Context: an optimization exercise on an open-source flow, tuned for small area and a short achievable clock period. The choices shown serve that exercise and are no tape-out recipe. Function was checked by simulation only, so behaviour that the tests miss may differ from the original. Power is estimated from default activity; no workload was simulated.

==> flow/design.v, too long to show whole: its modules and the start of the top module <==
// module alu_operations_five: 2710 lines
// module alu_fa: 4 lines
// module alu_ha: 4 lines
// module alu_a21o: 3 lines
// module alu_a221o: 3 lines
// module alu_and2: 3 lines
// module alu_and3: 3 lines
// module alu_inv: 3 lines
// module alu_nand2: 3 lines
// module alu_nand3: 3 lines
// module alu_nor2: 3 lines
// module alu_o22ai: 3 lines
// module alu_xnor2: 3 lines
// module alu_xor2: 3 lines
module alu_operations_five (
    input  clk,
    input  rst_n,
    input  load,
    input  signed [31:0]  ID_EX_A,
    input  signed [31:0]  ID_EX_B,
    input  signed [5:0]   opcode,
    output reg signed [31:0] ALU_result
);
  // ...
==> flow/flow/run.sh <==
#!/bin/bash
set -euo pipefail
bash standard.sh BUFFER_PORTS_ARGS="-buffer_cell sky130_fd_sc_hd__buf_1" finish > standard.log 2>&1
==> flow/standard.sh <==
#!/bin/bash
# synth_recipe.tcl (not shown) runs the flow's synth.tcl, then flattens the netlist and writes it again
# the make line also repeats each setting of config.mk as NAME=value (left out here)
make -C /OpenROAD-flow-scripts/flow DESIGN_CONFIG=/design/flow/config.mk WORK_HOME=/design/flow/orfs CLKGATE_MAP_FILE= SYNTH_SCRIPT=/design/flow/synth_recipe.tcl "${@:-finish}"
==> flow/config.mk <==
export PLATFORM = sky130hd
export DESIGN_NAME = alu_operations_five
export DESIGN_NICKNAME = alu_operations_five
export VERILOG_FILES = /design/flow/design.v
export SDC_FILE = /design/flow/constraint.sdc
export NUM_CORES = 4
export LEC_CHECK = 0
export CAP_MARGIN = 20
export CORE_MARGIN = 2
export CORE_UTILIZATION = 40
export SETUP_SLACK_MARGIN = 3.7
export SLEW_MARGIN = 20
export SYNTH_HIERARCHICAL = 1
==> flow/constraint.sdc <==
create_clock -name core_clock -period 8.5 [get_ports {clk}]
set_input_delay 1.7000 -clock core_clock [delete_from_list [all_inputs] [get_ports {clk}]]
set_output_delay 1.7000 -clock core_clock [all_outputs]
set_load 0.01 [all_outputs]
==> metrics.md, run 1 <==
| Metric | Value |
|---|---|
| RSZ-0062 raised after global routing | `false` |
| Clock latency (worst-skew pair) | `0.47 ns` |
| Rows | `73` |
| H-tree depth | `4` |
| Seq/Total Area, Yosys | `22.0%` |
| Post-synth top area cell | `fa_1` |
| Vias in the first global route | `13700` |
| Post-layout min period | `4.76 ns` |
| Cts hold-fix bufs | `0` |
| Synth Instances | `1442` |
| GR Layer Usage met1 | `37.3%` |
| Flop pwr share | `21.7%` |
| Initial Util | `40.4%` |
| Status | `complete, no violations` |
| Worst path required time | `8.71 ns` |
| Worst slack at placement | `2.18 ns` |
| Async SR Flop Fraction | `27.6%` |
| Share of power burned in combinational logic | `62.5%` |
| Max-cap violations | `0` |
| Pwr top | `combinational logic` |
| Slew @ Worst Pin | `0.932 ns` |
| Adder-cell share of the synthesized area | `31.4%` |
| Remaining antenna violation count | `0` |
| Most used DFF post-synth | `edfxtp_1` |
| Bufs w/o clock | `188` |
| Critical-path top delay cell | `fa_1` |
| Seq power | `0.996 mW` |
| Crit path cell chain | `buf_8 > clkbuf_16 > and3_2 > xor2_1 > fa_1 > fa_1 > fa_1 > fa_1 > a21o_1` |
| Area delta synth->final | `20.7%` |
| DRT met1 WL | `23.5 mm` |
| Slowest Stage Delay on Critical Path | `0.56 ns` |
| Clock-net power | `0.721 mW` |
| Via-per-instance ratio | `6.24` |
| Routed wl met2 | `25.7 mm` |
| Die area | `0.0416 mm2` |
| Combinational Power | `2.87 mW` |
| Final Setup Violations | `0` |
| Min-Delay Startpoint | `ALU_result[17]` |
| Final hold vios | `0` |
==> inputs of run 2 (changes only) <==
--- a/flow/config.mk
+++ b/flow/config.mk
@@ -9,5 +9,5 @@
 export CORE_MARGIN = 2
 export CORE_UTILIZATION = 40
-export SETUP_SLACK_MARGIN = 3.7
+export SETUP_SLACK_MARGIN = 4.0
 export SLEW_MARGIN = 20
 export SYNTH_HIERARCHICAL = 1
==> run 2 against run 1 <==
Net effect: synthesized area did not move; design area is 14% higher; routed wire length up 17%; non-clock buffer count increased by 114; worst setup slack improved by 0.026 ns; via count rose by 10%; critical path depth increased by 3; critical path type unchanged; largest power group unchanged; count of clock-buffer cells in the layout shrank 1.
==> metrics.md, run 2 <==
| Metric | Value |
|---|---|
| Status | `complete, no violations` |
| Core area | `0.0396 mm2` |
| Via Count | `15100` |
| Worst Path Buf+Inv | `4` |
| Rows | `73 (unchanged)` |
| Worst hold path class | `reg -> reg` |
| Most used DFF post-synth | `edfxtp_1` |
| Most frequent cell on the critical path | `fa_2` |
| Most common cell after layout, fill and taps aside | `xor2_1` |
| Power Dens Cells | `221 mW/mm2` |
| Slowest Stage Delay on Critical Path | `0.63 ns (+0.07 ns)` |
| Post-route design area | `0.0220 mm2` |
| Arrival time worst endpoint | `4.92 ns` |
| RSZ-0062 raised after global routing | `true` |
| Die area | `0.0416 mm2 (unchanged)` |
| Commonest non-fill, non-tap cells in the layout | `314 x xor2_1, 196 x o22ai_1, 162 x fa_1, 146 x buf_4, 121 x a21o_1` |
| TritonCTS Buffers | `17` |
| Share of layout cells above drive strength 1 | `30.7%` |
| CTS sink count | `123` |
| Synth Instances | `1442 (unchanged)` |
| Detailed-route DRC error count | `0` |
| I/O Buffers | `104` |
| Clock buffer depth | `2` |
| Vias in the first global route | `14700 (+7.3%)` |
| Via-per-instance ratio | `6.50 (+4.3%)` |
| Max transition margin | `30.2%` |
| Die width | `204 um` |
| Multi-input logic area | `0.0145 mm2` |
| Worst-path clk slew | `0.06 ns` |
| CTS tree | `done` |
| F_max | `211 MHz` |
| Initial antenna violation count | `1` |
| CP top delay family | `adder cells` |
| Die Height | `204 um` |
| Fillers | `3165` |
| IO Pins | `105` |
| Slew @ Worst Pin | `1.05 ns (+0.115 ns)` |
| Critical-path top delay cell | `fa_2` |
| Final core utilization | `55.6%` |
| Total power | `4.87 mW` |
| Final hold slack | `0.505 ns` |
| Final Non-Filler Cells | `2318` |
| Clock latency (worst-skew pair) | `0.44 ns (-0.03 ns)` |
| Remaining global-route overflow | `0` |
| Cells after DPL | `2073` |
| Flop and latch count out of synthesis | `123` |
| Worst slack at placement | `2.36 ns (+0.181 ns)` |
| Setup CP Type | `in -> reg` |
| H-tree depth | `4 (unchanged)` |
| Top cells by area, synth | `fa_1 26%, xor2_1 20%, edfxtp_1 17%` |
| IR drop worst, VDD | `0.000154 V` |
| Largest regs | `ALU_result x32, q0 x32, q1 x32` |
| First-pass GRT wire length | `95.0 mm` |
| DR pass1 iterations | `8` |
| Final Setup Violations | `0 (unchanged)` |
| Clock Skew | `0.0147 ns` |
| Remaining antenna violation count | `0 (unchanged)` |
| Commonest cells in the netlist | `360 x xor2_1, 257 x o22ai_1, 210 x fa_1` |
| Sequential cell area | `0.00352 mm2` |
| Area delta synth->final | `37.7%` |
| CTS root buf | `clkbuf_16` |
| Post-layout min period | `4.73 ns (-0.0261 ns)` |
| Worst Path Max Fanout | `8` |
| Most common cell in the netlist | `xor2_1` |
| Number of flops mapped to enable cells by yosys | `89` |
| WL final | `66.5 mm` |
| Final hold vios | `0 (unchanged)` |
| Synth top area share | `26.3%` |
| Initial DRC count | `2212` |
| Mean post-synth cell area | `11.1 um2` |
| CP Launch Type | `input pin` |
| Post-synth top area cell | `fa_1` |
| PnR worst setup slack | `3.77 ns` |
| Final net count | `2128` |
| Gp weighted congestion | `0.930` |
| Seq/Total Area, Yosys | `22.0% (unchanged)` |
| Crit path cell chain | `clkbuf_16 > buf_16 > buf_12 > nand3_4 > buf_6 > o22ai_2 > xor2_1 > fa_2 > fa_2 > fa_1 > fa_2 > a221o_1` |
| All-Layer GR Usage | `30.8%` |
| Largest net degree at the start of global routing | `90` |
| Mapped Area | `0.0160 mm2` |
| Final TNS setup | `0 ns` |
| Synth cell types | `30` |
| Slew Limit Fails | `0` |
| Yosys warning count | `7` |
| Wirelength per Cell | `28.7 um` |
| Async SR Flop Fraction | `27.6% (unchanged)` |
| Worst path required time | `8.69 ns (-0.02 ns)` |
| Final Cycle Share | `55.7%` |
| DP Area | `0.0177 mm2` |
| Initial Util | `40.4% (unchanged)` |
| Leakage | `10.3 nW` |
| Max-cap violations | `0 (unchanged)` |
| CP endpoint kind | `flip-flop` |
| DP HPWL | `40.2 mm` |
==> run 2: cell counts after synthesis <==
Identical to the previous run, type by type.
==> run 2: what timing repair did <==
action,CTS,global route
endpoints found under the hold margin,0,0
buffers inserted,111,63
pin swaps,66,52
setup endpoints to repair,77,58
cloned,28,10
hold buffers,0,0
gates resized for setup,253,143
==> run 2: logic make-up after synthesis <==
kind of cell / share of synthesized area, %
other: 0.0234
DFF: 22.0
adders and majority gates: 31.4
buffers and inverters: 1.38
xor gates and xnor gates: 20.9
AOI/OAI and AO/OA: 19.0
and+or+nand+nor: 5.31
==> run 2: path summary, 6_finish.rpt <==
path                                start             end  slack, ns  depth (start not counted)
max                             opcode[0]          q0[14]       3.77                         12
min                        ALU_result[17]  ALU_result[17]       0.50                          2
max reg2reg                        q0[25]   ALU_result[0]       5.16                         11
min reg2reg                ALU_result[17]  ALU_result[17]       0.50                          2
max in group asynchronous           rst_n  ALU_result[25]       6.62                          1
min in group asynchronous           rst_n   ALU_result[8]       1.35                          1
==> run 2: area by class of cell <==
| class | count | area share (%) |
|---|---|---|
| multi-input combinational | 1300 | 65.6 |
| sequential | 123 | 16.0 |
| timing repair buffer | 302 | 12.1 |
| tap | 525 | 2.98 |
| clock buffer | 18 | 1.95 |
| clock inverter | 14 | 0.721 |
| inverter | 35 | 0.630 |
| antenna | 1 | 0.0114 |
==> run 2: tightest hold or removal path, stage by stage (launching register included) <==
cell	delay, ns
dfrtp_1	0.37
inv_1	0.05
o21ai_1	0.05
==> run 2: power by group <==
| group | total (mW) | switching (mW) | leakage [nW] | internal [mW] |
|---|---|---|---|---|
| logic | 3.11 | 1.70 | 8.66 | 1.41 |
| registers | 1.02 | 0.116 | 1.34 | 0.905 |
| clock network | 0.740 | 0.303 | 0.283 | 0.437 |
| total | 4.87 | 2.12 | 10.3 | 2.75 |
==> run 2: per-module statistics from Yosys (local to each module, per instance), a selection <==
module	cell area (um2)	flip-flops and latches
alu_nor2	3.75	0
alu_o22ai	6.26	0
alu_ha	12.5	0
alu_nand2	3.75	0
alu_nand3	5.00	0
alu_and2	6.26	0
alu_xnor2	8.76	0
alu_fa	20.0	0
alu_xor2	8.76	0
alu_a21o	7.51	0
alu_operations_five	4190	123
alu_a221o	10.0	0
==> run 2: layer usage <==
layer  GRT usage [%]  share of wire, %
met1            39.9                37
met2            45.3                42
met3            10.9                13
met4            16.3               7.6
met5               0                 0
==> inputs of run 3 (changes only) <==
--- a/flow/config.mk
+++ b/flow/config.mk
@@ -9,5 +9,6 @@
 export CORE_MARGIN = 2
 export CORE_UTILIZATION = 40
-export SETUP_SLACK_MARGIN = 4.0
+export CTS_BUF_LIST = sky130_fd_sc_hd__clkbuf_4 sky130_fd_sc_hd__clkbuf_8
+export SETUP_SLACK_MARGIN = 3.7
 export SLEW_MARGIN = 20
 export SYNTH_HIERARCHICAL = 1
==> run 3 against run 2 <==
Net effect: still clean on timing, DRC and antenna; fmax shrank 1.0%; first-iteration DRC count decreased by 39%; design area decreased by 14%; synthesized area unchanged; register-to-register slack lost 0.39 ns; die area is the same; clock skew barely moved; count of clock-buffer cells in the layout stayed put; critical path type unchanged.
==> metrics.md, run 3 <==
| Metric | Value |
|---|---|
| Async SR Flop Fraction | `27.6% (unchanged)` |
| Via Count | `13500 (-11%)` |
| Die area | `0.0416 mm2 (unchanged)` |
| GR Layer Usage met1 | `36.9% (-3.0 points)` |
| Post-synth top area cell | `fa_1` |
| Vias in the first global route | `13600 (-7.4%)` |
| Mean post-synth cell area | `11.1 um2 (unchanged)` |
| Worst-path clk slew | `0.08 ns (+0.02 ns)` |
| Area delta synth->final | `18.3%` |
| Clock latency (worst-skew pair) | `0.52 ns (+0.08 ns)` |
| Remaining global-route overflow | `0 (unchanged)` |
| Final net count | `1978 (-7.0%)` |
| Met3 Usage GRT | `6.23% (-4.7 points)` |
| Slew @ Worst Pin | `0.928 ns (-0.119 ns)` |
| Seq/Total Area, Yosys | `22.0% (unchanged)` |
| Clock Skew | `0.0148 ns (+0.000106 ns)` |
| Met2 GRT Util | `42.3% (-3.0 points)` |
| Most common cell in the netlist | `xor2_1` |
| Share of layout cells above drive strength 1 | `13.3% (-17 points)` |
| Final hold vios | `0 (unchanged)` |
| CTS root buf | `clkbuf_8` |
| IR drop worst, VDD | `0.000219 V (+42%)` |
| Number of flops mapped to enable cells by yosys | `89 (unchanged)` |
| Arrival time worst endpoint | `5.05 ns (+0.13 ns)` |
| Synth top area share | `26.3% (unchanged)` |
| Mapped Area | `0.0160 mm2 (unchanged)` |
| Commonest non-fill, non-tap cells in the layout | `358 x xor2_1, 254 x o22ai_1, 210 x fa_1, 121 x a21o_1, 89 x edfxtp_1` |
| Fillers | `3701 (+17%)` |
| DP HPWL | `38.1 mm (-5.1%)` |
| Setup CP Type | `in -> reg` |
| Final Setup Violations | `0 (unchanged)` |
| All-Layer GR Usage | `27.2% (-3.6 points)` |
| First-pass GRT wire length | `84.6 mm (-11%)` |
| Initial antenna violation count | `3 (+2)` |
| Die Height | `204 um (unchanged)` |
| Commonest cells in the netlist | `360 x xor2_1, 257 x o22ai_1, 210 x fa_1` |
| Core area | `0.0396 mm2 (unchanged)` |
| Cts hold-fix bufs | `0 (unchanged)` |
| Initial DRC count | `1344 (-39%)` |
| Final TNS setup | `0 ns (unchanged)` |
| F_max | `209 MHz (-1.0%)` |
| Final hold slack | `0.509 ns (+0.00372 ns)` |
| H-tree depth | `4 (unchanged)` |
| Slew Limit Fails | `0 (unchanged)` |
| Most used DFF post-synth | `edfxtp_1` |
| Die width | `204 um (unchanged)` |
| Final Cycle Share | `56.2% (+0.58 points)` |
| Detailed-route DRC error count | `0 (unchanged)` |
| Clock buffer depth | `2 (unchanged)` |
| Status | `complete, no violations` |
| Worst hold path class | `reg -> reg` |
| Multi-input logic area | `0.0132 mm2 (-8.9%)` |
| CP Launch Type | `input pin` |
| Ant. Diodes | `0 (-1)` |
| IO Pins | `105 (unchanged)` |
| Initial Util | `40.4% (unchanged)` |
| Largest regs | `ALU_result x32, q0 x32, q1 x32` |
| Synth Instances | `1442 (unchanged)` |
| Yosys warning count | `7 (unchanged)` |
| CP endpoint kind | `flip-flop` |
| Sequential cell area | `0.00352 mm2 (unchanged)` |
| Power Dens Cells | `231 mW/mm2 (+4.6%)` |
| Largest net degree at the start of global routing | `78 (-13%)` |
| Max-cap violations | `0 (unchanged)` |
| DR pass1 iterations | `7 (-1)` |
| WL final | `56.4 mm (-15%)` |
| Top cells by area, synth | `fa_1 26%, xor2_1 20%, edfxtp_1 17%` |
| Global route hottest layer | `met2` |
| Flop and latch count out of synthesis | `123 (unchanged)` |
| Rows | `73 (unchanged)` |
| TritonCTS Buffers | `17 (unchanged)` |
| Leakage | `9.21 nW (-10%)` |
| Synth cell types | `30 (unchanged)` |
| CTS sink count | `123 (unchanged)` |
| I/O Buffers | `104 (unchanged)` |
| Post-layout min period | `4.78 ns (+0.0495 ns)` |
| RSZ-0062 raised after global routing | `true` |
| Remaining antenna violation count | `0 (unchanged)` |
| CTS tree | `done` |
| Worst path required time | `8.77 ns (+0.08 ns)` |
| Most common cell after layout, fill and taps aside | `xor2_1` |
| Via-per-instance ratio | `6.21 (-4.5%)` |
| Worst Path Max Fanout | `25 (+17)` |
| Max transition margin | `38.1% (+7.9 points)` |
| Wirelength per Cell | `26.0 um (-9.3%)` |
| Gp weighted congestion | `0.917 (-1.4%)` |
[run 3: worst paths after layout]
kind / endpoint / cells past startpoint / slack [ns] / startpoint
min in group asynchronous: ALU_result[17] / 1 / 1.33 / rst_n
max: q1[15] / 10 / 3.72 / opcode[2]
min: ALU_result[17] / 2 / 0.51 / ALU_result[17]
max in group asynchronous: ALU_result[30] / 1 / 6.59 / rst_n
min reg2reg: ALU_result[17] / 2 / 0.51 / ALU_result[17]
max reg2reg: ALU_result[0] / 11 / 4.77 / q0[28]
[run 3: final cells by class]
| type | count | share of cell area, % |
|---|---|---|
| clock buffer | 18 | 1.31 |
| clock inverter | 14 | 0.773 |
| tap | 525 | 3.47 |
| sequential | 123 | 18.6 |
| inverter | 35 | 0.733 |
| timing repair buffer | 168 | 5.53 |
| multi-input combinational | 1284 | 69.6 |
[run 3: cell families after synthesis]
| kind of cell | Yosys count | share of synthesized area [%] |
|---|---|---|
| fa+ha+maj | 276 | 31.4 |
| buf+inv | 47 | 1.38 |
| flops | 123 | 22.0 |
| other cells | 1 | 0.0234 |
| simple gates | 165 | 5.31 |
| compound gates | 448 | 19.0 |
| xor+xnor | 382 | 20.9 |
[run 3: metrics by stage]
step           cells  total power, mW  utilization, %  setup WS [ns]  instance area [um2]
4_1_cts         2134             4.38            46.7           3.67                18500
3_3_place_gp    2077             3.72            44.0           2.30                17500
6_report        2167             4.38            47.8           3.72                18900
5_1_grt         2167             4.77            47.8           3.66                18900
3_5_place_dp    2077             3.78            44.0           2.18                17500
2_1_floorplan   1443             2.95               -           3.62                16300
[run 3: worst max-delay path, cell delays in order]
cell      delay (ns)
clkbuf_8        0.27
buf_16          0.24
nand3_4         0.23
o22ai_1         0.27
xor2_1          0.25
fa_1            0.48
fa_1            0.46
fa_1            0.54
fa_1            0.41
a21o_1          0.16
[run 3: metal layers]
layer	share of wire (%)	vias to the layer above
li1	-	5750
met1	41	6764
met2	46	783
met3	8.9	156
met4	4.2	6
met5	0.064	-
[run 3: report_power, final]
group	internal (mW)	switching [mW]
Combinational	1.26	1.60
Clock	0.267	0.267
Sequential	0.901	0.0932
[run 3: repair_timing]
| item | CTS | global route |
|---|---|---|
| gates resized for setup | 92 | 41 |
| endpoints found under the hold margin | 0 | 0 |
| gates cloned | 9 | 5 |
| setup endpoints to repair | 74 | 41 |
| setup buffers | 16 | 28 |
| pin swaps | 22 | 4 |
[run 3: Yosys stat by module, one instance, submodules excluded, a selection]
module     copies in the design  cells  flip-flops and latches  cell area (um2)
alu_nor2                     16      1                       0             3.75
alu_o22ai                   256      1                       0             6.26
alu_a221o                    32      1                       0             10.0
alu_nand3                    32      1                       0             5.00
alu_xor2                    360      1                       0             8.76
alu_and3                     24      1                       0             6.26
alu_fa                      210      1                       0             20.0
==> inputs of run 4 (changes only) <==
--- a/flow/config.mk
+++ b/flow/config.mk
@@ -10,5 +10,5 @@
 export CORE_UTILIZATION = 40
 export CTS_BUF_LIST = sky130_fd_sc_hd__clkbuf_4 sky130_fd_sc_hd__clkbuf_8
-export SETUP_SLACK_MARGIN = 3.7
+export SETUP_SLACK_MARGIN = 3.4
 export SLEW_MARGIN = 20
 export SYNTH_HIERARCHICAL = 1
==> run 4 against run 3 <==
Net effect: still clean on timing, DRC and antenna; combinational power decreased by 2%; core utilization decreased by 1.7 points; synthesized cell count unchanged; final cell count decreased by 1.7%; global-route usage decreased by 0.20 points; routed wire length decreased by 2.5%; synthesized area unchanged; fmax decreased by 5.7%; critical endpoint is now q0[25]; largest power group unchanged.
==> metrics.md, run 4 <==
| Metric | Value |
|---|---|
| Status | `complete, no violations` |
| Post-route design area | `0.0183 mm2 (-3.6%)` |
| Worst path required time | `8.74 ns (-0.03 ns)` |
| Largest regs | `ALU_result x32, q0 x32, q1 x32` |
| Seq/Total Area, Yosys | `22.0% (unchanged)` |
| Die width | `204 um (unchanged)` |
| Synth cell types | `30 (unchanged)` |
| Post-synth top area cell | `fa_1` |
| DR pass1 iterations | `5 (-2)` |
| IR drop worst, VDD | `0.000198 V (-9.6%)` |
| DP HPWL | `39.6 mm (+3.8%)` |
| Rows | `73 (unchanged)` |
| CP Launch Type | `input pin` |
| DP Area | `0.0173 mm2 (-0.78%)` |
| Number of flops mapped to enable cells by yosys | `89 (unchanged)` |
| Power Dens Cells | `238 mW/mm2 (+2.9%)` |
| Yosys warning count | `7 (unchanged)` |
| Max-cap violations | `0 (unchanged)` |
| Commonest non-fill, non-tap cells in the layout | `360 x xor2_1, 257 x o22ai_1, 210 x fa_1, 121 x a21o_1, 89 x edfxtp_1` |
| Final Setup Violations | `0 (unchanged)` |
| F_max | `197 MHz (-5.7%)` |
| CTS sink count | `123 (unchanged)` |
| Most used DFF post-synth | `edfxtp_1` |
| Slew @ Worst Pin | `0.980 ns (+0.0520 ns)` |
| Mapped Area | `0.0160 mm2 (unchanged)` |
| Slew Limit Fails | `0 (unchanged)` |
| Top cells by area, synth | `fa_1 26%, xor2_1 20%, edfxtp_1 17%` |
| Worst hold path class | `reg -> reg` |
| Final net count | `1942 (-1.8%)` |
| Clock buffer depth | `2 (unchanged)` |
| Detailed-route DRC error count | `0 (unchanged)` |
| CTS root buf | `clkbuf_8` |
| CTS tree | `done` |
| Remaining antenna violation count | `0 (unchanged)` |
| WL final | `55.0 mm (-2.5%)` |
| Async SR Flop Fraction | `27.6% (unchanged)` |
| Initial Util | `40.4% (unchanged)` |
| Most common cell in the netlist | `xor2_1` |
| Initial antenna violation count | `1 (-2)` |
| Core area | `0.0396 mm2 (unchanged)` |
| Post-layout min period | `5.07 ns (+0.290 ns)` |
| Max transition margin | `34.7% (-3.5 points)` |
| Arrival time worst endpoint | `5.31 ns (+0.26 ns)` |
| Wirelength per Cell | `25.8 um (-0.83%)` |
| Commonest cells in the netlist | `360 x xor2_1, 257 x o22ai_1, 210 x fa_1` |
| Leakage | `8.98 nW (-2.5%)` |
| Flop and latch count out of synthesis | `123 (unchanged)` |
| Most common cell after layout, fill and taps aside | `xor2_1` |
| Multi-input logic area | `0.0128 mm2 (-3.0%)` |
| Via-per-instance ratio | `6.19 (-0.27%)` |
| Via Count | `13200 (-1.9%)` |
| Share of layout cells above drive strength 1 | `9.65% (-3.7 points)` |
| All-Layer GR Usage | `27.0% (-0.20 points)` |
| I/O Buffers | `104 (unchanged)` |
| Fillers | `3765 (+1.7%)` |
| Final Non-Filler Cells | `2131 (-1.7%)` |
| Final Cycle Share | `59.7% (+3.4 points)` |
| Setup CP Type | `in -> reg` |
| Final TNS setup | `0 ns (unchanged)` |
| Mean post-synth cell area | `11.1 um2 (unchanged)` |
| Worst-path clk slew | `0.09 ns (about the same)` |
| Worst Path Max Fanout | `17 (-32%)` |
| Initial DRC count | `1326 (-1.3%)` |
| Die Height | `204 um (unchanged)` |
| Gp weighted congestion | `0.936 (+2.1%)` |
| IO Pins | `105 (unchanged)` |
| CP endpoint kind | `flip-flop` |
| Clock latency (worst-skew pair) | `0.50 ns (-0.02 ns)` |
| TritonCTS Buffers | `17 (unchanged)` |
| Clock Skew | `0.0166 ns (+0.00187 ns)` |
| Vias in the first global route | `13500 (-0.94%)` |
| Cts hold-fix bufs | `0 (unchanged)` |
| Ant. Diodes | `0 (unchanged)` |
| Cells after DPL | `2087 (+0.48%)` |
| First-pass GRT wire length | `84.2 mm (-0.55%)` |
| Synth top area share | `26.3% (unchanged)` |
| H-tree depth | `4 (unchanged)` |
| Largest net degree at the start of global routing | `79 (+1.3%)` |
| Remaining global-route overflow | `0 (unchanged)` |
| Synth Instances | `1442 (unchanged)` |
| Final hold vios | `0 (unchanged)` |
| Area delta synth->final | `14.1%` |
| Sequential cell area | `0.00352 mm2 (about the same)` |
| RSZ-0062 raised after global routing | `true` |
| Die area | `0.0416 mm2 (unchanged)` |
-- run 4: cell counts after synthesis --
No cell type changed its count.
-- run 4: worst paths after layout --
| path | to | slack, ns | cells after the start | start |
|---|---|---|---|---|
| worst min register to register | ALU_result[22] | 0.51 | 2 | ALU_result[22] |
| worst max-delay path | q0[25] | 3.43 | 10 | ID_EX_B[0] |
| worst max register to register | ALU_result[0] | 5.17 | 11 | q0[25] |
| max in group asynchronous | qkz | 6.59 | 1 | rst_n |
| worst min-delay path | ALU_result[22] | 0.51 | 2 | ALU_result[22] |
| min in group asynchronous | qslt | 1.31 | 1 | rst_n |
-- run 4: report_power, final --
group          switching, mW  internal [mW]  leakage [nW]
sequential             0.109          0.902          1.34
clock                  0.297          0.242         0.194
combinational           1.55           1.25          7.45
total                   1.96           2.39          8.98
-- run 4: kinds of logic (layout without fill, tap and decap cells) --
| group | count (synthesis) | in the layout | share of synthesized area, % |
|---|---|---|---|
| simple gates | 165 | 165 | 5.31 |
| compound gates | 448 | 448 | 19.0 |
| xor+xnor | 382 | 382 | 20.9 |
| other cells | 1 | 2 | 0.0234 |
| buf+inv | 47 | 210 | 1.38 |
| fa+ha+maj | 276 | 276 | 31.4 |
| flops | 123 | 123 | 22.0 |
-- run 4: worst max-delay path, stage by stage --
cell	delay [ns]
buf_1	0.19
inv_1	0.66
nand2_2	0.54
o22ai_1	0.29
xor2_1	0.18
ha_1	0.27
fa_1	0.39
fa_1	0.42
fa_1	0.39
a221o_1	0.27
-- run 4: Yosys stat by module (local to each module, per instance), excerpt --
module,cell area (um2),cells inside,times used
alu_operations_five,4190,253,1
alu_ha,12.5,1,66
alu_a21o,7.51,1,121
alu_nor2,3.75,1,16
alu_and3,6.26,1,24
alu_xor2,8.76,1,360
alu_nand2,3.75,1,24
alu_nand3,5.00,1,32
alu_a221o,10.0,1,32
-- run 4: area by class of cell --
class / instances / share of cell area (%)
Sequential cell: 123 / 19.3
Multi-Input combinational cell: 1273 / 70.0
Timing Repair Buffer: 143 / 4.23
Clock buffer: 17 / 1.28
Inverter: 35 / 0.719
Tap cell: 525 / 3.59
Clock inverter: 15 / 0.863
-- run 4: through the flow --
step,power (mW),worst slack (ns),hold slack (ns),util [%]
2_1_floorplan,2.94,3.34,0.532,-
3_3_place_gp,3.72,2.07,0.498,43.6
3_5_place_dp,3.77,2.05,0.501,43.7
4_1_cts,4.35,3.40,0.516,45.6
5_1_grt,4.73,3.37,0.538,46.1
6_report,4.35,3.43,0.512,46.1
-- run 4: timing repair --
| item | CTS | global route |
|---|---|---|
| gates resized for setup | 65 | 34 |
| buffers inserted | 9 | 3 |
| setup endpoints to repair | 71 | 37 |
| pin swaps | 9 | 2 |
-- run 4: per-layer routing --
metal	track usage (%)	wire length, um	up-vias
met1	37.1	23200	6731
met2	42.3	25200	698
li1	-	-	5648
met4	9.32	1720	2
met3	5.77	4870	121
met5	0	13	-

-- port drivers added, routing unchanged --
Ports are ideal in the flow. The routed layouts listed here were re-timed in OpenROAD.
Step 1 sets driving cells, clkbuf_16 on the clock port and buf_2 on the other inputs (assumed; they add their load-dependent delay and slew).
Step 2 also shifts input and output timing later by t, the mid clock arrival at the registers, as if the neighbouring blocks saw the same clock.
a / b / c = ideal ports / drivers / drivers and shift; a / b = the first two.
| run | shift t [ns] | slack for setup (ns) | slew at the worst register clock pin (ns) |
|---|---|---|---|
| run 1 | 0.516 | 3.743 / 3.653 / 3.137 | 0.07 / 0.07 |
| run 2 | 0.482 | 3.769 / 3.615 / 3.133 | 0.07 / 0.07 |
| run 3 | 0.560 | 3.719 / 3.696 / 3.136 | 0.09 / 0.09 |
| run 4 | 0.534 | 3.429 / 3.424 / 2.890 | 0.10 / 0.10 |
After both steps every run listed still meets setup and hold. For run 2, which loses most, drivers alone change the setup slack by -0.154 ns; drivers and shift together by -0.636 ns.
